From an optimization exercise on the open Yosys and OpenROAD flow, aimed at small area, a short achievable clock period and few clock cycles; shortcuts taken in it are not production practice. At most, simulation tests tie the RTL to the original design; equivalence was not proved. Function not checked in runs 3 and 4: the RTL went through the layout flow alone. Power is estimated from default activity; no workload was simulated.

[flow/config.mk]
export PLATFORM = sky130hd
export DESIGN_NAME = draw_lines
export DESIGN_NICKNAME = draw_lines
export VERILOG_FILES = /design/flow/design.v
export SDC_FILE = /design/flow/constraint.sdc
export NUM_CORES = 4
export LEC_CHECK = 0
export ABC_AREA = 1
export CAP_MARGIN = 20
export CORE_MARGIN = 2
export CORE_UTILIZATION = 40
export CTS_BUF_LIST = sky130_fd_sc_hd__clkbuf_8 sky130_fd_sc_hd__clkbuf_16
export CTS_CLUSTER_DIAMETER = 100
export CTS_CLUSTER_SIZE = 20
export SETUP_SLACK_MARGIN = 2.9
export SLEW_MARGIN = 20
[flow/constraint.sdc]
create_clock -name core_clock -period 5.0 [get_ports {i_clk}]
set_input_delay 1.0000 -clock core_clock [delete_from_list [all_inputs] [get_ports {i_clk}]]
set_output_delay 1.0000 -clock core_clock [all_outputs]
set_load 0.01 [all_outputs]
[flow/run.sh]
#!/bin/bash
# synth_recipe.tcl (not shown) runs the flow's synth.tcl, then flattens the netlist and writes it again
# the make line also repeats each setting of config.mk as NAME=value (left out here)
make -C /OpenROAD-flow-scripts/flow DESIGN_CONFIG=/design/flow/config.mk WORK_HOME=/design/flow/orfs CLKGATE_MAP_FILE= SYNTH_SCRIPT=/design/flow/synth_recipe.tcl finish
[flow/design.v]
module draw_lines(
      input          i_clk,
      input          i_reset,
      input   [10:0] i_x0,
      input   [10:0] i_x1,
      input   [10:0] i_y0,
      input   [10:0] i_y1,
      input          i_start,
      input          i_load_fifo,
      output         o_waiting,
      output         o_fifo_full,
      output         o_wr,
      output  [18:0] o_addr
    );
   localparam NR = 11;           
   localparam RW = 38;           
   function [11:0] ks_add;
      input [11:0] a, b;
      input        ci;
      reg   [11:0] p, g, pp, gg;
      integer i, d;
      begin
         p = a ^ b;
         g = a & b;
         gg = {g[11:1], g[0] | (p[0] & ci)};
         pp = p;
         for (d = 1; d < 12; d = d * 2) begin
            for (i = 11; i >= d; i = i - 1) begin
               gg[i] = gg[i] | (pp[i] & gg[i-d]);
               pp[i] = pp[i] & pp[i-d];
            end
         end
         ks_add = p ^ {gg[10:0], ci};
      end
   endfunction
   reg        idle;              
   reg        wr;                
   reg  [3:0] count;             
   reg        full;              
   reg  [NR-1:0] r_v;            
   reg           x_v, y_v, z_v, e_v;
   reg        e_last;            
   wire emit   = ~idle & e_v;    
   wire finish = emit & e_last;  
   wire [NR+3:0] vall = {e_v, z_v, y_v, x_v, r_v};      
   wire [NR+3:0] take;
   genvar gi;
   generate
      for (gi = 1; gi <= NR+3; gi = gi + 1) begin : g_take
         assign take[gi] = vall[gi-1] & (~&vall[NR+3:gi] | finish);
      end
   endgenerate
   assign take[0] = i_load_fifo;
   wire [3:0] count_nx = count + {3'd0, i_load_fifo} - {3'd0, finish};
   always @(posedge i_clk) begin
      if (i_reset) begin
         idle    <= 1'b1;
         wr      <= 1'b0;
         count   <= 4'd0;
         full    <= 1'b0;
         r_v     <= {NR{1'b0}};
         x_v     <= 1'b0;
         y_v     <= 1'b0;
         z_v     <= 1'b0;
         e_v     <= 1'b0;
      end else begin
         idle  <= idle ? ~i_start : (count == 4'd0);
         wr    <= emit;
         count <= count_nx;
         full  <= count_nx == 4'd15;
         r_v   <= (r_v & ~take[NR:1]) | take[NR-1:0];
         x_v   <= (x_v & ~take[NR+1]) | take[NR];
         y_v   <= (y_v & ~take[NR+2]) | take[NR+1];
         z_v   <= (z_v & ~take[NR+3]) | take[NR+2];
         e_v   <= (e_v & ~finish) | take[NR+3];
      end
   end
   assign o_waiting   = idle;
   assign o_fifo_full = full;
   assign o_wr        = wr;
   reg [RW-1:0] r_d [0:NR-1];
   always @(posedge i_clk) begin
      if (take[0])
         r_d[0] <= {i_x0[9:0], i_y0[8:0], i_x1[9:0], i_y1[8:0]};
   end
   generate
      for (gi = 1; gi < NR; gi = gi + 1) begin : g_raw
         always @(posedge i_clk) begin
            if (take[gi])
               r_d[gi] <= r_d[gi-1];
         end
      end
   endgenerate
   wire [9:0] h_x0 = r_d[NR-1][37:28];
   wire [8:0] h_y0 = r_d[NR-1][27:19];
   wire [9:0] h_x1 = r_d[NR-1][18:9];
   wire [8:0] h_y1 = r_d[NR-1][8:0];
   wire [10:0] dxp = {1'b0, h_x1} - {1'b0, h_x0};
   wire [10:0] dxn = {1'b0, h_x0} - {1'b0, h_x1};
   wire  [9:0] dyp = {1'b0, h_y1} - {1'b0, h_y0};
   wire  [9:0] dyn = {1'b0, h_y0} - {1'b0, h_y1};
   reg  [RW-1:0] x_pts;          
   reg     [9:0] x_adx;
   reg     [8:0] x_ady;
   reg           x_sx, x_sy;     
   always @(posedge i_clk) begin
      if (take[NR]) begin
         x_pts <= r_d[NR-1];
         x_sx  <= dxp[10];
         x_sy  <= dyp[9];
         x_adx <= dxp[10] ? dxn[9:0] : dxp[9:0];
         x_ady <= dyp[9]  ? dyn[8:0] : dyp[8:0];
      end
   end
   reg  [RW-1:0] y_pts;
   reg     [9:0] y_adx;
   reg     [8:0] y_ady;
   reg           y_sx, y_sy, y_steep;
   always @(posedge i_clk) begin
      if (take[NR+1]) begin
         y_pts   <= x_pts;
         y_adx   <= x_adx;
         y_ady   <= x_ady;
         y_sx    <= x_sx;
         y_sy    <= x_sy;
         y_steep <= {1'b0, x_ady} > x_adx;
      end
   end
   wire        swap  = y_steep ? y_sy : y_sx;
   reg   [9:0] z_xs;
   reg   [8:0] z_ys;
   reg   [9:0] z_da, z_db;
   reg         z_steep, z_bpos;
   always @(posedge i_clk) begin
      if (take[NR+2]) begin
         z_xs    <= swap ? y_pts[18:9] : y_pts[37:28];
         z_ys    <= swap ? y_pts[8:0]  : y_pts[27:19];
         z_da    <= y_steep ? {1'b0, y_ady} : y_adx;
         z_db    <= y_steep ? y_adx : {1'b0, y_ady};
         z_steep <= y_steep;
         z_bpos  <= ~(y_sx ^ y_sy);
      end
   end
   wire [9:0]  d1 = z_da - z_db;                             
   wire [10:0] e0 = {2'b0, z_da[9:1]} - {1'b0, z_db};        
   reg  [9:0] e_x;
   reg  [8:0] e_y;
   reg [10:0] e_err;             
   reg  [9:0] e_d1;              
   reg  [9:0] e_db;
   reg  [9:0] e_cnt;             
   reg        e_steep, e_bpos;
   wire        e_step   = e_err[10];
   wire [11:0] e_err_s_w  = ks_add({e_err[10], e_err}, {2'b0, e_d1}, 1'b0);
   wire [11:0] e_err_ns_w = ks_add({e_err[10], e_err}, {2'b11, ~e_db}, 1'b1);
   wire [10:0] e_err_s  = e_err_s_w[10:0];
   wire [10:0] e_err_ns = e_err_ns_w[10:0];
   wire        x_mv = ~e_steep | e_step;
   wire        x_up = ~e_steep | e_bpos;
   wire        y_mv =  e_steep | e_step;
   wire        y_up =  e_steep | e_bpos;
   wire  [9:0] e_x_nx = x_mv ? (x_up ? e_x + 10'd1 : e_x - 10'd1) : e_x;
   wire  [8:0] e_y_nx = y_mv ? (y_up ? e_y + 9'd1 : e_y - 9'd1) : e_y;
   always @(posedge i_clk) begin
      if (take[NR+3]) begin
         e_x     <= z_xs;
         e_y     <= z_ys;
         e_err   <= e0;
         e_d1    <= d1;
         e_db    <= z_db;
         e_cnt   <= z_da;
         e_last  <= (z_da == 10'd0);
         e_steep <= z_steep;
         e_bpos  <= z_bpos;
      end else if (emit) begin
         e_x     <= e_x_nx;
         e_y     <= e_y_nx;
         e_err   <= e_step ? e_err_s : e_err_ns;
         e_cnt   <= e_cnt - 10'd1;
         e_last  <= (e_cnt == 10'd1);
      end
   end
   reg [18:0] addr;
   wire [11:0] s_a = {1'b0, e_y, 2'b0};
   wire [11:0] s_b = {3'b0, e_y};
   wire [11:0] s_c = {9'b0, e_x[9:7]};
   wire [11:0] s_sum = s_a ^ s_b ^ s_c;
   wire [11:0] s_cry = (s_a & s_b) | (s_a & s_c) | (s_b & s_c);
   always @(posedge i_clk) begin
      addr[6:0]  <= e_x[6:0];
      addr[18:7] <= ks_add(s_sum, {s_cry[10:0], 1'b0}, 1'b0);
   end
   assign o_addr = addr;
endmodule
==> load_flow_metrics.sql, run 1 <==
INSERT INTO impl_metrics (metric_group, metric, value, unit) VALUES
('layout', 'antenna_cells', '0', ''),
('yosys', 'combinational_family_with_the_most_area_after_synthesis', 'simple AND/OR/NAND/NOR gates', ''),
('flow_run', 'max_cap_viol_count', '0', ''),
('yosys', 'yosysWarningCount', '2', ''),
('yosys', 'synth.ff_latch_count', '682', ''),
('die', 'io-pin-count', '70', ''),
('detailed_routing', 'route.final.wire_length', '44100', 'um'),
('timing', 'clock.fmax', '485', 'MHz'),
('layout', 'synthToLayoutAreaGrowth', '15.0', '%'),
('timing', 'hold-worst-slack', '406', 'ps'),
('placement', 'number_of_placed_cells_counting_well_taps', '2817', ''),
('detailed_routing', 'drc_errors_left', '0', ''),
('yosys', 'synth-seq-area-share', '74.4', '%'),
('cts', 'cts-root-buf', 'sky130_fd_sc_hd__clkbuf_16', ''),
('yosys', 'post-synth-top-area-fraction', '71.3', '%'),
('timing', 'final_report_max_slew_violation_count', '0', ''),
('setup_path', 'timing.critical_path.cells', 'inv_2, nor2_4, nand2_4, nand2_2, nor4_4, buf_12, a21oi_2', ''),
('die', 'placement_rows', '95', ''),
('yosys', 'yosysMostFrequentCell', 'sky130_fd_sc_hd__edfxtp_1', ''),
('timing', 'clock_skew', '41.9', 'ps'),
('detailed_routing', 'detailedRoute.firstPassIterationCount', '5', ''),
('yosys', 'synth-edff-count', '641', ''),
('cts', 'cts_htree_levels', '2', ''),
('detailed_routing', 'vias', '13800', ''),
('global_route', 'groute.usage.overall', '12.7', '%'),
('yosys', 'synth.area.mux_share', '0.793', '%'),
('yosys', 'ys_top_cells_by_area', 'sky130_fd_sc_hd__edfxtp_1 71%, sky130_fd_sc_hd__ha_1 5.3%, sky130_fd_sc_hd__nand2_1 4.7%', ''),
('global_route', 'first_pass_grt_wire_length', '70600', 'um'),
('yosys', 'yosys.area_share.adder', '6.22', '%'),
('layout', 'number_of_standard_cells_in_the_final_layout_excluding_fillers', '2951', ''),
('yosys', 'synth_simple_gate_area_share', '8.32', '%'),
('setup_path', 'critical_path_class', 'flop to flop', ''),
('outcome', 'outcome', 'no timing/DRC/antenna violations', ''),
('timing', 'fin_setup_tns', '0', 'ps'),
('yosys', 'synth_nets', '2073', ''),
('timing', 'max_slew_margin', '34.7', '%'),
('yosys', 'synth_top_area_cell', 'sky130_fd_sc_hd__edfxtp_1', ''),
('setup_path', 'timing.critical_path.buf_inv', '2', ''),
('detailed_routing', 'route.detailed.vias_per_inst', '4.67', ''),
('yosys', 'share_of_the_synthesized_netlist_area_taken_by_xor_and_xnor_gates', '2.11', '%'),
('die', 'design.die.area', '69500', 'um2'),
('yosys', 'ys.flop_type', 'sky130_fd_sc_hd__edfxtp_1', ''),
('die', 'floorplan.initialDensity', '40.3', '%'),
('cts', 'cts.hold.buffers_added', '0', ''),
('layout', 'layout_net_count', '2232', ''),
('placement', 'port_buffers', '63', ''),
('power_and_ir_drop', 'max-vdd-ir-drop', '0.256', 'mV'),
('timing', 'setup_viol', '0', ''),
('die', 'fp.coreArea', '66900', 'um2'),
('timing', 'rsz0062_at_grt', 'true', ''),
('timing', 'fin_crit_sh', '41.3', '%'),
('timing', 'period_minus_slack', '2060', 'ps'),
('layout', 'fraction_of_layout_instances_using_a_drive_strength_above_1', '14.7', '%'),
('yosys', 'mappedNetlistArea', '27000', 'um2'),
('cts', 'clk-insertion-delay-late', '610', 'ps'),
('global_route', 'grt_max_degree', '61', ''),
('setup_path', 'setup.worst_path.start_class', 'flop', ''),
('power_and_ir_drop', 'leakage_power', '11.5', 'nW'),
('setup_path', 'cell_at_the_slowest_stage_of_the_critical_path', 'sky130_fd_sc_hd__a21oi_2', ''),
('detailed_routing', 'wl_per_cell', '14.9', 'um'),
('detailed_routing', 'postRouteAntennaNets', '0', ''),
('cts', 'path_clk_slew', '80', 'ps'),
('placement', 'place.gp.congestion', '0.872', ''),
('cts', 'cts_max_path_buffers', '3', ''),
('timing', 'finalHoldViolCount', '0', ''),
('yosys', 'post_synthesis_compound_gate_area_fraction', '4.57', '%'),
('cts', 'cts-buffers-inserted', '40', ''),
('yosys', 'syn_area_per_cell', '14.2', 'um2'),
('setup_path', 'path_max_fanout', '19', ''),
('cts', 'clock_tree_from_tritoncts', 'built', ''),
('global_route', 'grt_pass1_vias', '13800', '');
flip-flops by register name, indices dropped and copies added (netlist names), 4 cells and up:
register / count
addr: 19
count: 4
e_cnt: 10
e_d1: 10
e_db: 10
e_err: 11
e_x: 10
e_y: 9
r_d: 418
r_v: 11
x_adx: 10
x_ady: 9
x_pts: 38
y_adx: 10
y_ady: 9
y_pts: 38
z_da: 10
z_db: 10
z_xs: 10
z_ys: 9
what timing repair did:
item / 4_1_cts / 5_1_grt
hold endpoints to repair: 0 / 0
gates cloned: 9 / 0
pin swaps: 19 / 35
setup buffers: 31 / 30
setup endpoints to repair: 620 / 382
resized for setup: 144 / 93
per-stage QoR:
step / setup WS (ps) / cell area (um2) / power (W)
6_report: 2940 / 31000 / 0.00963
5_1_grt: 2800 / 31000 / 0.00999
4_1_cts: 2810 / 30400 / 0.00976
3_5_place_dp: 2200 / 28700 / 0.00650
3_3_place_gp: 2240 / 28700 / 0.00649
2_1_floorplan: 2680 / 27100 / 0.00644
layout make-up:
| type | instances | area, um2 |
|---|---|---|
| clock buffers | 41 | 1010 |
| clock inverters | 22 | 160 |
| fillers | 5845 | 35900 |
| inverters | 223 | 866 |
| multi-input cells | 974 | 6560 |
| flip-flops and latches | 682 | 20100 |
| well taps | 873 | 1090 |
| repair buffers | 134 | 1240 |
| repair inverters | 2 | 15.0 |
path summary, 6_finish.rpt:
check | startpoint | to | slack, ps | depth (start not counted)
max | e_v | r_d[1][18] | 2940 | 7
min | r_d[9][22] | r_d[10][22] | 410 | 0
max reg2reg | e_v | r_d[1][18] | 2940 | 7
min reg2reg | r_d[9][22] | r_d[10][22] | 410 | 0
routing by layer:
layer	vias to the layer above	routed length (um)	GRT usage, %
met2	185	23900	24.4
li1	6982	-	-
met4	0	1080	3.94
met1	6551	17900	14.5
met3	66	1270	1.89
met5	-	0	0
layout by cell type (no fill, tap or decap), types with 19 or more instances in the layout:
master and instances:
sky130_fd_sc_hd__clkbuf_16 40, sky130_fd_sc_hd__nor2_1 67, sky130_fd_sc_hd__mux2_2 19, sky130_fd_sc_hd__nand2_1 322, sky130_fd_sc_hd__inv_1 218, sky130_fd_sc_hd__a21oi_1 80
sky130_fd_sc_hd__clkdlybuf4s50_1 40, sky130_fd_sc_hd__nand3_1 65, sky130_fd_sc_hd__o21ai_0 64, sky130_fd_sc_hd__dfxtp_1 35, sky130_fd_sc_hd__ha_1 97, sky130_fd_sc_hd__xor2_1 50
sky130_fd_sc_hd__buf_4 53, sky130_fd_sc_hd__edfxtp_1 641, sky130_fd_sc_hd__buf_2 22
cells by family after synthesis:
logic type | count (synthesis)
fa+ha+maj | 127
buf+inv | 249
mux | 19
xor+xnor | 65
compound gates | 222
simple gates | 534
flops | 682
power breakdown:
| group | internal, W | switching [W] | leakage, nW |
|---|---|---|---|
| combinational | 0.0000554 | 0.0000612 | 4.75 |
| clock | 0.00150 | 0.00176 | 0.618 |
| sequential | 0.00624 | 0.0000190 | 6.16 |
Testbench counts, summed over its fixed seeds: cycles 117,974.
==> run 2, diff against run 1 <==
--- a/flow/config.mk
+++ b/flow/config.mk
@@ -9,8 +9,7 @@
 export CAP_MARGIN = 20
 export CORE_MARGIN = 2
 export CORE_UTILIZATION = 40
-export CTS_BUF_LIST = sky130_fd_sc_hd__clkbuf_8 sky130_fd_sc_hd__clkbuf_16
 export CTS_CLUSTER_DIAMETER = 100
-export CTS_CLUSTER_SIZE = 20
+export CTS_CLUSTER_SIZE = 25
 export SETUP_SLACK_MARGIN = 2.9
 export SLEW_MARGIN = 20
==> run 2 against run 1 <==
  * Still clean on timing, DRC and antenna
  * Wire length is 3.9% lower
  * Clock power is 12% lower
  * Die area stayed put
  * Non-clock buffer count is 9 higher
  * Maximum frequency is 1.4% lower
  * Sequential cell count stayed put
  * Utilization is 0.14 points lower
  * Via count is 0.34% lower
  * Global-route usage is 0.62 points lower
  * Register-to-register slack hardly changed
  * Worst hold slack better by 7.2 ps
  * Clock-buffer cell count is 14 higher
  * Largest cell class unchanged
==> load_flow_metrics.sql, run 2 <==
INSERT INTO impl_metrics (metric_group, metric, value, unit) VALUES
('timing', 'setup_viol', '0', ''),
('timing', 'slew_of_the_pin_with_the_lowest_slew_margin', '882', 'ps'),
('timing', 'clock.fmax', '478', 'MHz'),
('cts', 'cts-buffers-inserted', '31', ''),
('yosys', 'ys.flop_type', 'sky130_fd_sc_hd__edfxtp_1', ''),
('setup_path', 'cell_at_the_slowest_stage_of_the_critical_path', 'sky130_fd_sc_hd__dfxtp_4', ''),
('power_and_ir_drop', 'share_comb_of_total_power', '1.4', '%'),
('power_and_ir_drop', 'leakage_power', '11.4', 'nW'),
('setup_path', 'timing.critical_path.buf_inv', '1', ''),
('cts', 'path_clk_slew', '100', 'ps'),
('yosys', 'synth_simple_gate_area_share', '8.32', '%'),
('yosys', 'synth.area.mux_share', '0.793', '%'),
('setup_path', 'crit_path_max_incr_delay', '360', 'ps'),
('timing', 'final_report_max_slew_violation_count', '0', ''),
('timing', 'hold-worst-slack', '414', 'ps'),
('yosys', 'synth_top_area_cell', 'sky130_fd_sc_hd__edfxtp_1', ''),
('yosys', 'yosys.area_share.adder', '6.22', '%'),
('placement', 'port_buffers', '63', ''),
('yosys', 'share_of_the_synthesized_netlist_area_taken_by_xor_and_xnor_gates', '2.11', '%'),
('layout', 'most_common_cell_after_layout_fill_and_taps_aside', 'sky130_fd_sc_hd__edfxtp_1', ''),
('power_and_ir_drop', 'clock_network_power_share', '30.9', '%'),
('setup_path', 'worstReg2RegEnd', 'addr[18]', ''),
('yosys', 'ys_top_cells_by_area', 'sky130_fd_sc_hd__edfxtp_1 71%, sky130_fd_sc_hd__ha_1 5.3%, sky130_fd_sc_hd__nand2_1 4.7%', ''),
('cts', 'cts_max_path_buffers', '3', ''),
('die', 'placement_rows', '95', ''),
('placement', 'place.gp.congestion', '0.872', ''),
('die', 'fp.dieH', '264', 'um'),
('timing', 'fin_setup_tns', '0', 'ps'),
('yosys', 'synth_nets', '2073', ''),
('cts', 'cts-root-buf', 'sky130_fd_sc_hd__clkbuf_16', ''),
('die', 'io-pin-count', '70', ''),
('detailed_routing', 'detailedRoute.firstPassIterationCount', '5', ''),
('outcome', 'outcome', 'no timing/DRC/antenna violations', ''),
('die', 'fp.coreArea', '66900', 'um2'),
('global_route', 'first_pass_grt_wire_length', '68600', 'um'),
('yosys', 'combinational_family_with_the_most_area_after_synthesis', 'simple AND/OR/NAND/NOR gates', ''),
('yosys', 'synth_cell_type_count', '49', ''),
('global_route', 'busiest_layer', 'met2', ''),
('timing', 'finalHoldViolCount', '0', ''),
('yosys', 'syn_area_per_cell', '14.2', 'um2'),
('die', 'design.die.area', '69500', 'um2'),
('timing', 'fin_crit_sh', '41.9', '%'),
('layout', 'antenna_cells', '0', ''),
('layout', 'largest_reg_by_ff_count', 'r_d', ''),
('setup_path', 'timing.critical_path.cells', 'buf_6', ''),
('detailed_routing', 'drc_errors_left', '0', ''),
('power_and_ir_drop', 'net_load_switching_power', '0.00171', 'W'),
('yosys', 'post-synth-top-area-fraction', '71.3', '%'),
('setup_path', 'r2r-start', 'e_x[9]', ''),
('die', 'die_width', '264', 'um'),
('setup_path', 'worst-endpoint-required', '4000', 'ps'),
('power_and_ir_drop', 'cell_internal_pwr', '0.00754', 'W'),
('yosys', 'ys_async_sr_fraction', '0', '%'),
('setup_path', 'timing.critical_path.to_type', 'primary output', ''),
('detailed_routing', 'route.final.wire_length', '42400', 'um'),
('cts', 'cts_htree_levels', '1', ''),
('setup_path', 'critical_path_class', 'flop to primary output', ''),
('layout', 'mostFrequentLayoutCells', '641 x sky130_fd_sc_hd__edfxtp_1, 322 x sky130_fd_sc_hd__nand2_1, 200 x sky130_fd_sc_hd__inv_1, 96 x sky130_fd_sc_hd__ha_1, 84 x sky130_fd_sc_hd__a21oi_1', ''),
('setup_path', 'path_max_fanout', '2', ''),
('setup_path', 'timing.critical_path.arrival', '1090', 'ps'),
('die', 'floorplan.initialDensity', '40.3', '%'),
('timing', 'post_layout_worst_setup_margin', '2910', 'ps'),
('timing', 'max_slew_margin', '41.2', '%'),
('yosys', 'synthesized_netlist_cell_count', '1898', ''),
('power_and_ir_drop', 'max-vdd-ir-drop', '0.255', 'mV'),
('layout', 'fillCellCount', '5851', ''),
('detailed_routing', 'vias', '13700', ''),
('layout', 'final_cell_area', '30900', 'um2'),
('timing', 'rsz0062_at_grt', 'true', ''),
('yosys', 'yosysMostFrequentCell', 'sky130_fd_sc_hd__edfxtp_1', ''),
('global_route', 'global_route.usage.met2', '23.2', '%'),
('global_route', 'grt_max_degree', '61', ''),
('global_route', 'grt.overflow.total', '0', ''),
('layout', 'synthToLayoutAreaGrowth', '14.6', '%'),
('setup_path', 'reg2reg_setup_slack', '2950', 'ps'),
('detailed_routing', 'drt_iter0_drc', '652', ''),
('yosys', 'synth.ff_latch_count', '682', ''),
('placement', 'placedInstanceArea', '28700', 'um2'),
('yosys', 'synth-seq-area-share', '74.4', '%'),
('yosys', 'synth-edff-count', '641', ''),
('power_and_ir_drop', 'sequentialPowerShare', '67.7', '%'),
('layout', 'largest_reg_flops', '418', ''),
('layout', 'layout_net_count', '2232', ''),
('yosys', 'yosysWarningCount', '2', ''),
('detailed_routing', 'route.detailed.vias_per_inst', '4.65', ''),
('cts', 'cts.sink_count', '682', ''),
('min_path', 'hold-path-cell-count', '0', ''),
('timing', 'period_minus_slack', '2090', 'ps'),
('yosys', 'post_synthesis_compound_gate_area_fraction', '4.57', '%'),
('power_and_ir_drop', 'p_sw_share', '18.5', '%'),
('detailed_routing', 'wl_per_cell', '14.3', 'um'),
('global_route', 'grt_antenna_before_repair', '0', ''),
('yosys', 'mappedNetlistArea', '27000', 'um2'),
('cts', 'clk-insertion-delay-late', '630', 'ps'),
('global_route', 'grt_use_met3', '1.58', '%'),
('flow_run', 'max_cap_viol_count', '0', ''),
('timing', 'clock_skew', '13.6', 'ps'),
('setup_path', 'critPathTopFamily', 'flip-flops', ''),
('power_and_ir_drop', 'pwr_density_cell', '299', 'nW/um2'),
('placement', 'post-dp-hpwl', '28700', 'um'),
('placement', 'detailedPlace.worstSlack', '2200', 'ps'),
('setup_path', 'ff2ff_path_depth', '10', ''),
('cts', 'clock_tree_from_tritoncts', 'built', ''),
('global_route', 'grt.met1_usage', '14.3', '%'),
('layout', 'reg_top3', 'r_d (418), x_pts (38), y_pts (38)', ''),
('global_route', 'groute.usage.overall', '12.1', '%'),
('global_route', 'grt_pass1_vias', '13600', ''),
('yosys', 'post_synth_most_frequent_cells', '641 x sky130_fd_sc_hd__edfxtp_1, 338 x sky130_fd_sc_hd__nand2_1, 217 x sky130_fd_sc_hd__inv_1, 115 x sky130_fd_sc_hd__ha_1, 97 x sky130_fd_sc_hd__a21oi_1', ''),
('min_path', 'hp-class', 'flop to flop', ''),
('detailed_routing', 'postRouteAntennaNets', '0', ''),
('min_path', 'whs_endpoint', 'r_d[9][3]', ''),
('min_path', 'hold_path.startpoint', 'r_d[8][3]', ''),
('setup_path', 'setup.worst_path.start_class', 'flop', ''),
('layout', 'fraction_of_layout_instances_using_a_drive_strength_above_1', '14.9', '%');
-- run 2: cell counts after synthesis --
No cell type changed its count.
-- run 2: cell families after synthesis --
| family | Yosys count |
|---|---|
| xor gates and xnor gates | 65 |
| DFF | 682 |
| buffers and inverters | 249 |
| muxes | 19 |
| and+or+nand+nor | 534 |
| adders and majority gates | 127 |
| AOI/OAI and AO/OA | 222 |
-- run 2: power groups by stage --
| stage | Clock, W | Sequential (W) | Combinational (W) |
|---|---|---|---|
| finish | 0.00286 | 0.00626 | 0.000129 |
| global route | 0.00318 | 0.00627 | 0.000145 |
| CTS | 0.00300 | 0.00626 | 0.000124 |
| detailed placement | 0 | 0.00639 | 0.000109 |
| global placement | 0 | 0.00639 | 0.000104 |
| floorplan | 0 | 0.00639 | 0.0000525 |
-- run 2: timing repair --
item,4_1_cts,5_1_grt
gates cloned,9,0
resized for setup,158,104
pin swaps,24,31
hold buffers,0,0
setup buffers,35,35
setup endpoints to repair,668,405
-- run 2: metal layers --
layer	wire [um]	up-vias
met5	0	-
met4	874	0
li1	-	6978
met3	1150	62
met2	22800	172
met1	17600	6525
-- run 2: layout make-up --
| type | instances | area [um2] | share of cell area, % |
|---|---|---|---|
| multi-input cells | 974 | 6590 | 21.3 |
| clock buffers | 55 | 898 | 2.90 |
| well taps | 873 | 1090 | 3.53 |
| repair inverters | 2 | 15.0 | 0.0485 |
| repair buffers | 143 | 1350 | 4.36 |
| inverters | 223 | 866 | 2.80 |
| clock inverters | 3 | 35.0 | 0.113 |
| flip-flops and latches | 682 | 20100 | 64.9 |
-- run 2: worst max path at each step --
stage	cells past startpoint	from	to
final	1	idle	o_waiting
after global routing	1	idle	o_waiting
after CTS	7	idle	r_d[4][27]
after detailed placement	8	i_load_fifo	full
after global placement	8	i_load_fifo	full
after floorplan	6	e_v	r_d[1][0]
-- run 2: stage by stage --
| stage | cells | utilization, % | total power (W) |
|---|---|---|---|
| floorplan | 1898 | - | 0.00644 |
| global placement | 2817 | 43.0 | 0.00649 |
| detailed placement | 2817 | 43.0 | 0.00650 |
| CTS | 2919 | 45.1 | 0.00938 |
| global route | 2955 | 46.2 | 0.00959 |
| finish | 2955 | 46.2 | 0.00925 |
==> run 3, diff against run 2 <==
--- a/flow/design.v
+++ b/flow/design.v
@@ -40,8 +40,8 @@
    reg  [NR-1:0] r_v;            
    reg           x_v, y_v, z_v, e_v;
    reg        e_last;            
-   wire emit   = ~idle & e_v;    
-   wire finish = emit & e_last;  
+   wire emit   = e_v & (~idle | (i_start & ~e_last));
+   wire finish = ~idle & e_v & e_last;    
    wire [NR+3:0] vall = {e_v, z_v, y_v, x_v, r_v};      
    wire [NR+3:0] take;
    genvar gi;
==> run 3 against run 2 <==
  * Maximum frequency down 2.2%
  * Die area down 0.20%
  * Design area down 0.24%
  * Cell count down 0.27%
  * Still clean on timing, DRC and antenna
==> load_flow_metrics.sql, run 3 <==
INSERT INTO impl_metrics (metric_group, metric, value, unit) VALUES
('layout', 'largest_reg_by_ff_count', 'r_d', ''),
('power_and_ir_drop', 'max-vdd-ir-drop', '0.279', 'mV'),
('yosys', 'synth_simple_gate_area_share', '8.37', '%'),
('setup_path', 'timing.critical_path.to_type', 'flop', ''),
('layout', 'reg_top3', 'r_d (418), x_pts (38), y_pts (38)', ''),
('cts', 'path_clk_slew', '100', 'ps'),
('setup_path', 'ff2ff_path_depth', '10', ''),
('power_and_ir_drop', 'share_comb_of_total_power', '1.3', '%'),
('setup_path', 'setup.worst_path.start_class', 'flop', ''),
('power_and_ir_drop', 'clock_network_power_share', '30.7', '%'),
('yosys', 'ys.flop_type', 'sky130_fd_sc_hd__edfxtp_1', ''),
('die', 'placement_rows', '95', ''),
('detailed_routing', 'routed_length_on_met2', '23100', 'um'),
('timing', 'setup_viol', '0', ''),
('yosys', 'synth.area.mux_share', '0.795', '%'),
('timing', 'hold-worst-slack', '412', 'ps'),
('yosys', 'synthesized_netlist_cell_count', '1889', ''),
('detailed_routing', 'detailedRoute.firstPassIterationCount', '5', ''),
('min_path', 'hold-path-cell-count', '0', ''),
('timing', 'max_slew_margin', '38.8', '%'),
('yosys', 'synth.ff_latch_count', '682', ''),
('power_and_ir_drop', 'leakage_power', '11.4', 'nW'),
('cts', 'clock_tree_from_tritoncts', 'built', ''),
('layout', 'fillCellCount', '5829', ''),
('placement', 'detailedPlace.worstSlack', '1740', 'ps'),
('yosys', 'post-synth-top-area-fraction', '71.5', '%'),
('yosys', 'mappedNetlistArea', '26900', 'um2'),
('cts', 'clk-insertion-delay-late', '630', 'ps'),
('yosys', 'synth-seq-area-share', '74.5', '%'),
('cts', 'cts.hold.buffers_added', '0', ''),
('setup_path', 'critical_path_class', 'flop to flop', ''),
('detailed_routing', 'route.final.wire_length', '42700', 'um'),
('die', 'floorplan.initialDensity', '40.2', '%'),
('timing', 'fin_setup_tns', '0', 'ps'),
('cts', 'cts-buffers-inserted', '31', ''),
('power_and_ir_drop', 'total_power', '0.00921', 'W'),
('setup_path', 'cp-startpoint', 'e_steep', ''),
('detailed_routing', 'postRouteAntennaNets', '0', ''),
('die', 'io-pin-count', '70', ''),
('setup_path', 'reg2reg_setup_slack', '2860', 'ps'),
('setup_path', 'worst-endpoint-required', '5370', 'ps'),
('detailed_routing', 'routedLengthMet1', '17400', 'um'),
('setup_path', 'timing.critical_path.arrival', '2510', 'ps'),
('timing', 'clock_skew', '25.0', 'ps'),
('layout', 'mostFrequentLayoutCells', '641 x sky130_fd_sc_hd__edfxtp_1, 311 x sky130_fd_sc_hd__nand2_1, 190 x sky130_fd_sc_hd__inv_1, 97 x sky130_fd_sc_hd__ha_1, 82 x sky130_fd_sc_hd__a21oi_1', ''),
('cts', 'cts_max_path_buffers', '3', ''),
('die', 'fp.coreArea', '66900', 'um2'),
('detailed_routing', 'route.detailed.vias_per_inst', '4.64', ''),
('layout', 'synthToLayoutAreaGrowth', '14.6', '%'),
('yosys', 'ys_top_cells_by_area', 'sky130_fd_sc_hd__edfxtp_1 71%, sky130_fd_sc_hd__ha_1 5.3%, sky130_fd_sc_hd__nand2_1 4.6%', ''),
('detailed_routing', 'route.top_layer_used', 'met4', ''),
('timing', 'rsz0062_at_grt', 'true', ''),
('power_and_ir_drop', 'net_load_switching_power', '0.00171', 'W'),
('timing', 'post_layout_worst_setup_margin', '2860', 'ps'),
('yosys', 'synth_nets', '2064', ''),
('cts', 'cts_htree_levels', '1', ''),
('yosys', 'synth_top_area_cell', 'sky130_fd_sc_hd__edfxtp_1', ''),
('yosys', 'share_of_the_synthesized_netlist_area_taken_by_xor_and_xnor_gates', '2.15', '%'),
('detailed_routing', 'met3RoutedLength', '1080', 'um'),
('global_route', 'grt_pass1_vias', '14000', ''),
('global_route', 'grt_max_degree', '67', ''),
('timing', 'final_report_max_slew_violation_count', '0', ''),
('setup_path', 'worstReg2RegEnd', 'e_y[8]', ''),
('timing', 'period_minus_slack', '2140', 'ps'),
('power_and_ir_drop', 'p_sw_share', '18.6', '%'),
('power_and_ir_drop', 'cell_internal_pwr', '0.00749', 'W'),
('yosys', 'ys_async_sr_fraction', '0', '%'),
('global_route', 'groute.usage.overall', '12.1', '%'),
('placement', 'placedInstanceArea', '28700', 'um2'),
('yosys', 'post_synth_most_frequent_cells', '641 x sky130_fd_sc_hd__edfxtp_1, 331 x sky130_fd_sc_hd__nand2_1, 204 x sky130_fd_sc_hd__inv_1, 115 x sky130_fd_sc_hd__ha_1, 95 x sky130_fd_sc_hd__a21oi_1', ''),
('layout', 'layout.area.seq', '20100', 'um2'),
('detailed_routing', 'vias', '13700', ''),
('outcome', 'outcome', 'no timing/DRC/antenna violations', ''),
('yosys', 'synth_cell_type_count', '49', ''),
('flow_run', 'max_cap_viol_count', '0', ''),
('timing', 'fin_crit_sh', '42.8', '%'),
('layout', 'final_cell_area', '30900', 'um2'),
('setup_path', 'endpoint', 'e_y[8]', ''),
('power_and_ir_drop', 'pwr_density_cell', '298', 'nW/um2'),
('min_path', 'hp-class', 'flop to flop', ''),
('detailed_routing', 'drc_errors_left', '0', ''),
('layout', 'most_common_cell_after_layout_fill_and_taps_aside', 'sky130_fd_sc_hd__edfxtp_1', ''),
('placement', 'place.gp.congestion', '0.857', ''),
('die', 'fp.dieH', '263', 'um'),
('placement', 'post-dp-hpwl', '28500', 'um'),
('detailed_routing', 'drt_iter0_drc', '702', ''),
('layout', 'largest_reg_flops', '418', ''),
('timing', 'finalHoldViolCount', '0', ''),
('global_route', 'first_pass_grt_wire_length', '69300', 'um'),
('global_route', 'grt.overflow.total', '0', ''),
('power_and_ir_drop', 'sequentialPowerShare', '68.0', '%'),
('layout', 'antenna_cells', '0', ''),
('cts', 'cts.sink_count', '682', ''),
('yosys', 'yosys.area_share.adder', '6.24', '%'),
('cts', 'cts-root-buf', 'sky130_fd_sc_hd__clkbuf_16', ''),
('yosys', 'syn_area_per_cell', '14.3', 'um2'),
('global_route', 'grt_antenna_before_repair', '0', ''),
('layout', 'layout_net_count', '2224', ''),
('setup_path', 'path_max_fanout', '5', ''),
('placement', 'port_buffers', '63', ''),
('yosys', 'yosysMostFrequentCell', 'sky130_fd_sc_hd__edfxtp_1', ''),
('yosys', 'post_synthesis_compound_gate_area_fraction', '4.51', '%'),
('setup_path', 'r2r-start', 'e_steep', ''),
('die', 'die_width', '263', 'um'),
('layout', 'multi_input_comb_area', '6590', 'um2'),
('timing', 'slew_of_the_pin_with_the_lowest_slew_margin', '917', 'ps'),
('die', 'design.die.area', '69400', 'um2'),
('timing', 'clock.fmax', '467', 'MHz'),
('yosys', 'synth-edff-count', '641', ''),
('detailed_routing', 'wl_per_cell', '14.5', 'um'),
('layout', 'fraction_of_layout_instances_using_a_drive_strength_above_1', '15.1', '%'),
('yosys', 'yosysWarningCount', '2', ''),
('yosys', 'combinational_family_with_the_most_area_after_synthesis', 'simple AND/OR/NAND/NOR gates', '');
[run 3: cell types whose count changed in the layout (fill, tap and decap cells not counted), sizes merged, moves of 2 or more]
cell    before  now
a21o         7    9
a21oi      102   98
buf        103  105
inv        221  212
nand2      343  334
nor2        81   89
o21bai       8    5
or2          8   11
[run 3: kinds of logic (layout without fill, tap and decap cells)]
| family | after synthesis | after routing |
|---|---|---|
| AOI/OAI and AO/OA | 219 | 221 |
| xor gates and xnor gates | 66 | 66 |
| adders and majority gates | 127 | 127 |
| buffers and inverters | 240 | 420 |
| DFF | 682 | 682 |
| muxes | 19 | 19 |
| and+or+nand+nor | 536 | 539 |
[run 3: final cells by class]
cell class	count	share of cell area, %
Clock buffer	54	2.79
Clock inverter	4	0.142
Inverter	213	2.65
Multi-Input combinational cell	972	21.4
Sequential cell	682	65.1
Tap cell	873	3.54
Timing Repair Buffer	147	4.36
Timing Repair inverter	2	0.0487
[run 3: how the worst min path moves through the flow]
stage / startpoint / to / slack, ps
floorplan: e_x[6] / addr[6] / 370
global placement: r_d[1][4] / r_d[2][4] / 400
detailed placement: e_x[6] / addr[6] / 400
CTS: r_d[8][10] / r_d[9][10] / 420
global route: r_d[8][10] / r_d[9][10] / 430
finish: e_x[6] / addr[6] / 410
[run 3: power groups by stage]
stage	combinational (W)	clock [W]	sequential, W
final	0.000123	0.00282	0.00626
after global routing	0.000141	0.00316	0.00627
after CTS	0.000111	0.00297	0.00626
after detailed placement	0.000108	0	0.00639
after global placement	0.000104	0	0.00639
after floorplan	0.0000538	0	0.00639
[run 3: what timing repair did]
item,4_1_cts,5_1_grt
setup endpoints to repair,454,303
pin swaps,13,43
gates cloned,6,4
buffers inserted,28,42
resized for setup,135,110
[run 3: routing by layer]
layer | vias up | GRT usage (%)
met1 | 6522 | 13.9
met4 | 0 | 3.41
met5 | - | 0
met3 | 60 | 1.67
met2 | 153 | 23.4
li1 | 6952 | -
[run 3: critical path, cell delays in order, from the launching register on]
cell and delay (ps):
sky130_fd_sc_hd__edfxtp_1 510, sky130_fd_sc_hd__nor2_4 250, sky130_fd_sc_hd__inv_2 70, sky130_fd_sc_hd__fa_2 360
sky130_fd_sc_hd__nand3b_1 180, sky130_fd_sc_hd__nand2_2 110, sky130_fd_sc_hd__nand4_1 130, sky130_fd_sc_hd__nand3_2 110
sky130_fd_sc_hd__xor2_1 70, sky130_fd_sc_hd__nand2_1 60, sky130_fd_sc_hd__nand2_1 50
[run 3: metrics by stage]
step / util (%) / std cells
after floorplan: - / 1889
after global placement: 42.9 / 2806
after detailed placement: 42.9 / 2806
after CTS: 44.8 / 2898
after global routing: 46.1 / 2947
final: 46.1 / 2947
==> run 4, diff against run 3 <==
--- a/flow/design.v
+++ b/flow/design.v
@@ -40,8 +40,8 @@
    reg  [NR-1:0] r_v;            
    reg           x_v, y_v, z_v, e_v;
    reg        e_last;            
-   wire emit   = e_v & (~idle | (i_start & ~e_last));
-   wire finish = ~idle & e_v & e_last;    
+   wire emit   = ~idle & e_v;    
+   wire finish = emit & e_last;  
    wire [NR+3:0] vall = {e_v, z_v, y_v, x_v, r_v};      
    wire [NR+3:0] take;
    genvar gi;
@@ -99,26 +99,30 @@
    wire [10:0] dxn = {1'b0, h_x0} - {1'b0, h_x1};
    wire  [9:0] dyp = {1'b0, h_y1} - {1'b0, h_y0};
    wire  [9:0] dyn = {1'b0, h_y0} - {1'b0, h_y1};
-   reg  [RW-1:0] x_pts;          
+   reg     [9:0] x_x0;           
+   reg     [8:0] x_y0;
    reg     [9:0] x_adx;
    reg     [8:0] x_ady;
    reg           x_sx, x_sy;     
    always @(posedge i_clk) begin
       if (take[NR]) begin
-         x_pts <= r_d[NR-1];
+         x_x0  <= h_x0;
+         x_y0  <= h_y0;
          x_sx  <= dxp[10];
          x_sy  <= dyp[9];
          x_adx <= dxp[10] ? dxn[9:0] : dxp[9:0];
          x_ady <= dyp[9]  ? dyn[8:0] : dyp[8:0];
       end
    end
+   wire  [9:0] x_x1 = x_sx ? x_x0 - x_adx : x_x0 + x_adx;
+   wire  [8:0] x_y1 = x_sy ? x_y0 - x_ady : x_y0 + x_ady;
    reg  [RW-1:0] y_pts;
    reg     [9:0] y_adx;
    reg     [8:0] y_ady;
    reg           y_sx, y_sy, y_steep;
    always @(posedge i_clk) begin
       if (take[NR+1]) begin
-         y_pts   <= x_pts;
+         y_pts   <= {x_x0, x_y0, x_x1, x_y1};
          y_adx   <= x_adx;
          y_ady   <= x_ady;
          y_sx    <= x_sx;
==> run 4 against run 3 <==
  * Still clean on timing, DRC and antenna
  * Synthesized cell count grew 8.0%
  * Combinational power is 3% higher
  * Utilization up 1.3 points
  * Wire length is 8.7% higher
  * Clock skew decreased by 5.8 ps
  * Setup slack worse by 360 ps
  * Worst hold slack worse by 3.3 ps
  * Total power down 1.1%
  * Non-clock buffer count rose by 21
  * Sequential cell count is 19 lower
  * Critical endpoint is now y_pts[17]
  * Largest power group unchanged
  * Highest routed layer unchanged
==> load_flow_metrics.sql, run 4 <==
INSERT INTO impl_metrics (metric_group, metric, value, unit) VALUES
('cts', 'cts_max_path_buffers', '3', ''),
('cts', 'cts-buffers-inserted', '31', ''),
('timing', 'finalHoldViolCount', '0', ''),
('cts', 'clk-insertion-delay-late', '630', 'ps'),
('global_route', 'busiest_layer', 'met2', ''),
('die', 'io-pin-count', '70', ''),
('setup_path', 'ff2ff_path_depth', '14', ''),
('detailed_routing', 'detailedRoute.firstPassIterationCount', '6', ''),
('yosys', 'ys_async_sr_fraction', '0', '%'),
('global_route', 'grt_antenna_before_repair', '0', ''),
('global_route', 'groute.usage.overall', '12.9', '%'),
('cts', 'cts-root-buf', 'sky130_fd_sc_hd__clkbuf_16', ''),
('detailed_routing', 'drc_errors_left', '0', ''),
('outcome', 'outcome', 'no timing/DRC/antenna violations', ''),
('die', 'die_width', '266', 'um'),
('layout', 'fraction_of_layout_instances_using_a_drive_strength_above_1', '19.0', '%'),
('yosys', 'synth_top_area_cell', 'sky130_fd_sc_hd__edfxtp_1', ''),
('min_path', 'hold-path-cell-count', '0', ''),
('power_and_ir_drop', 'leakage_power', '12.1', 'nW'),
('yosys', 'synth_cell_type_count', '48', ''),
('die', 'fp.coreArea', '68300', 'um2'),
('yosys', 'synth-seq-area-share', '70.8', '%'),
('detailed_routing', 'route.detailed.vias_per_inst', '4.76', ''),
('layout', 'most_common_cell_after_layout_fill_and_taps_aside', 'sky130_fd_sc_hd__edfxtp_1', ''),
('yosys', 'synth-edff-count', '622', ''),
('cts', 'cts_htree_levels', '1', ''),
('timing', 'clock.fmax', '399', 'MHz'),
('yosys', 'yosysWarningCount', '2', ''),
('setup_path', 'critical_path_class', 'flop to flop', ''),
('yosys', 'mappedNetlistArea', '27500', 'um2'),
('yosys', 'post-synth-top-area-fraction', '67.9', '%'),
('yosys', 'synthesized_netlist_cell_count', '2041', ''),
('setup_path', 'timing.critical_path.arrival', '2890', 'ps'),
('timing', 'period_minus_slack', '2500', 'ps');
## run 4: report_power, final
group          switching [W]  internal, W
logic              0.0000664    0.0000611
clock network        0.00163      0.00126
registers          0.0000179      0.00607
## run 4: path summary, 6_finish.rpt
kind                            slack (ps)    endpoint        from
worst min register to register         410  r_d[6][30]  r_d[5][30]
worst max-delay path                  2500   y_pts[17]    x_adx[0]
worst min-delay path                   410  r_d[6][30]  r_d[5][30]
worst max register to register        2500   y_pts[17]    x_adx[0]
## run 4: per-layer routing
layer	vias to the layer above	wire length (um)
met1	7082	18100
met4	0	1460
met3	80	1230
met2	225	25700
met5	-	0
li1	7529	-
## run 4: per-stage QoR
step / utilization (%) / cell area, um2
after floorplan: - / 27700
after global placement: 43.0 / 29400
after detailed placement: 43.0 / 29400
after CTS: 45.8 / 31300
after global routing: 47.4 / 32400
final: 47.4 / 32400
## run 4: final cells by class
type	count	area [um2]	share of cell area [%]
Sequential cell	663	19500	60.3
Multi-Input combinational cell	1105	8220	25.4
Timing Repair Buffer	168	1570	4.84
Tap cell	882	1100	3.41
Inverter	257	995	3.07
Clock buffer	54	903	2.79
Clock inverter	4	56.3	0.174
Timing Repair inverter	2	15.0	0.0464
## run 4: critical path, stage by stage (launching register included)
cell                       delay (ps)
sky130_fd_sc_hd__edfxtp_1         440
sky130_fd_sc_hd__buf_4            170
sky130_fd_sc_hd__nor3_4           200
sky130_fd_sc_hd__nand2_2           90
sky130_fd_sc_hd__nor2_2           130
sky130_fd_sc_hd__a21oi_1          110
sky130_fd_sc_hd__xor2_1           190
sky130_fd_sc_hd__inv_1            100
sky130_fd_sc_hd__ha_4             260
sky130_fd_sc_hd__nand2_1           90
sky130_fd_sc_hd__inv_2             50
sky130_fd_sc_hd__a221oi_2         260
sky130_fd_sc_hd__nand2_1           80
sky130_fd_sc_hd__nand2_1           60
sky130_fd_sc_hd__nand2_1           40
## run 4: cells by family (layout without fill, tap and decap cells)
logic type	Yosys count	after routing	synth area share [%]
AO/OA/AOI/OAI	266	272	5.41
buffers and inverters	282	485	3.98
flip-flops	663	663	70.8
AND/OR/NAND/NOR	562	565	8.53
multiplexers	19	19	0.777
adder cells (fa/ha/maj)	156	156	7.50
XOR/XNOR	93	93	2.96
## run 4: timing repair
item | CTS | global route
cloned | 10 | 1
setup buffers | 57 | 39
hold buffers | 0 | 0
pin swaps | 49 | 73
gates resized for setup | 200 | 181
setup endpoints to repair | 505 | 189

separate check: timing with driven ports:
The flow's constraints put no driver on any port. The routed layouts listed below were extracted and timed again, unchanged, in two steps. Step 1 (the two cells are an assumption about what drives the block):
set clk [get_ports {i_clk}]
set_driving_cell -lib_cell sky130_fd_sc_hd__clkbuf_16 $clk
set_driving_cell -lib_cell sky130_fd_sc_hd__buf_2 [delete_from_list [all_inputs] $clk]
Step 2 moves the port delays by t, midway between the first and last clock arrival at a register: inputs arrive t later, outputs are due t later. That takes back most of the time a late clock gives input paths. Slacks: ideal / step 1 / step 2; pairs: ideal / step 1.
run | t (ns) | setup WS [ns] | hold WS [ns]
run 1 | 0.647 | 2.937 / 2.884 / 2.441 | 0.406 / 0.406 / 0.406
run 2 | 0.673 | 2.906 / 2.852 / 2.433 | 0.414 / 0.414 / 0.414
run 3 | 0.671 | 2.860 / 2.841 / 2.370 | 0.412 / 0.412 / 0.412
run 4 | 0.675 | 2.496 / 2.496 / 2.496 | 0.409 / 0.409 / 0.409
After both steps setup and hold are still met in every run listed. For run 1, which loses most, drivers alone change the setup slack by -0.053 ns; drivers and shift together by -0.496 ns.
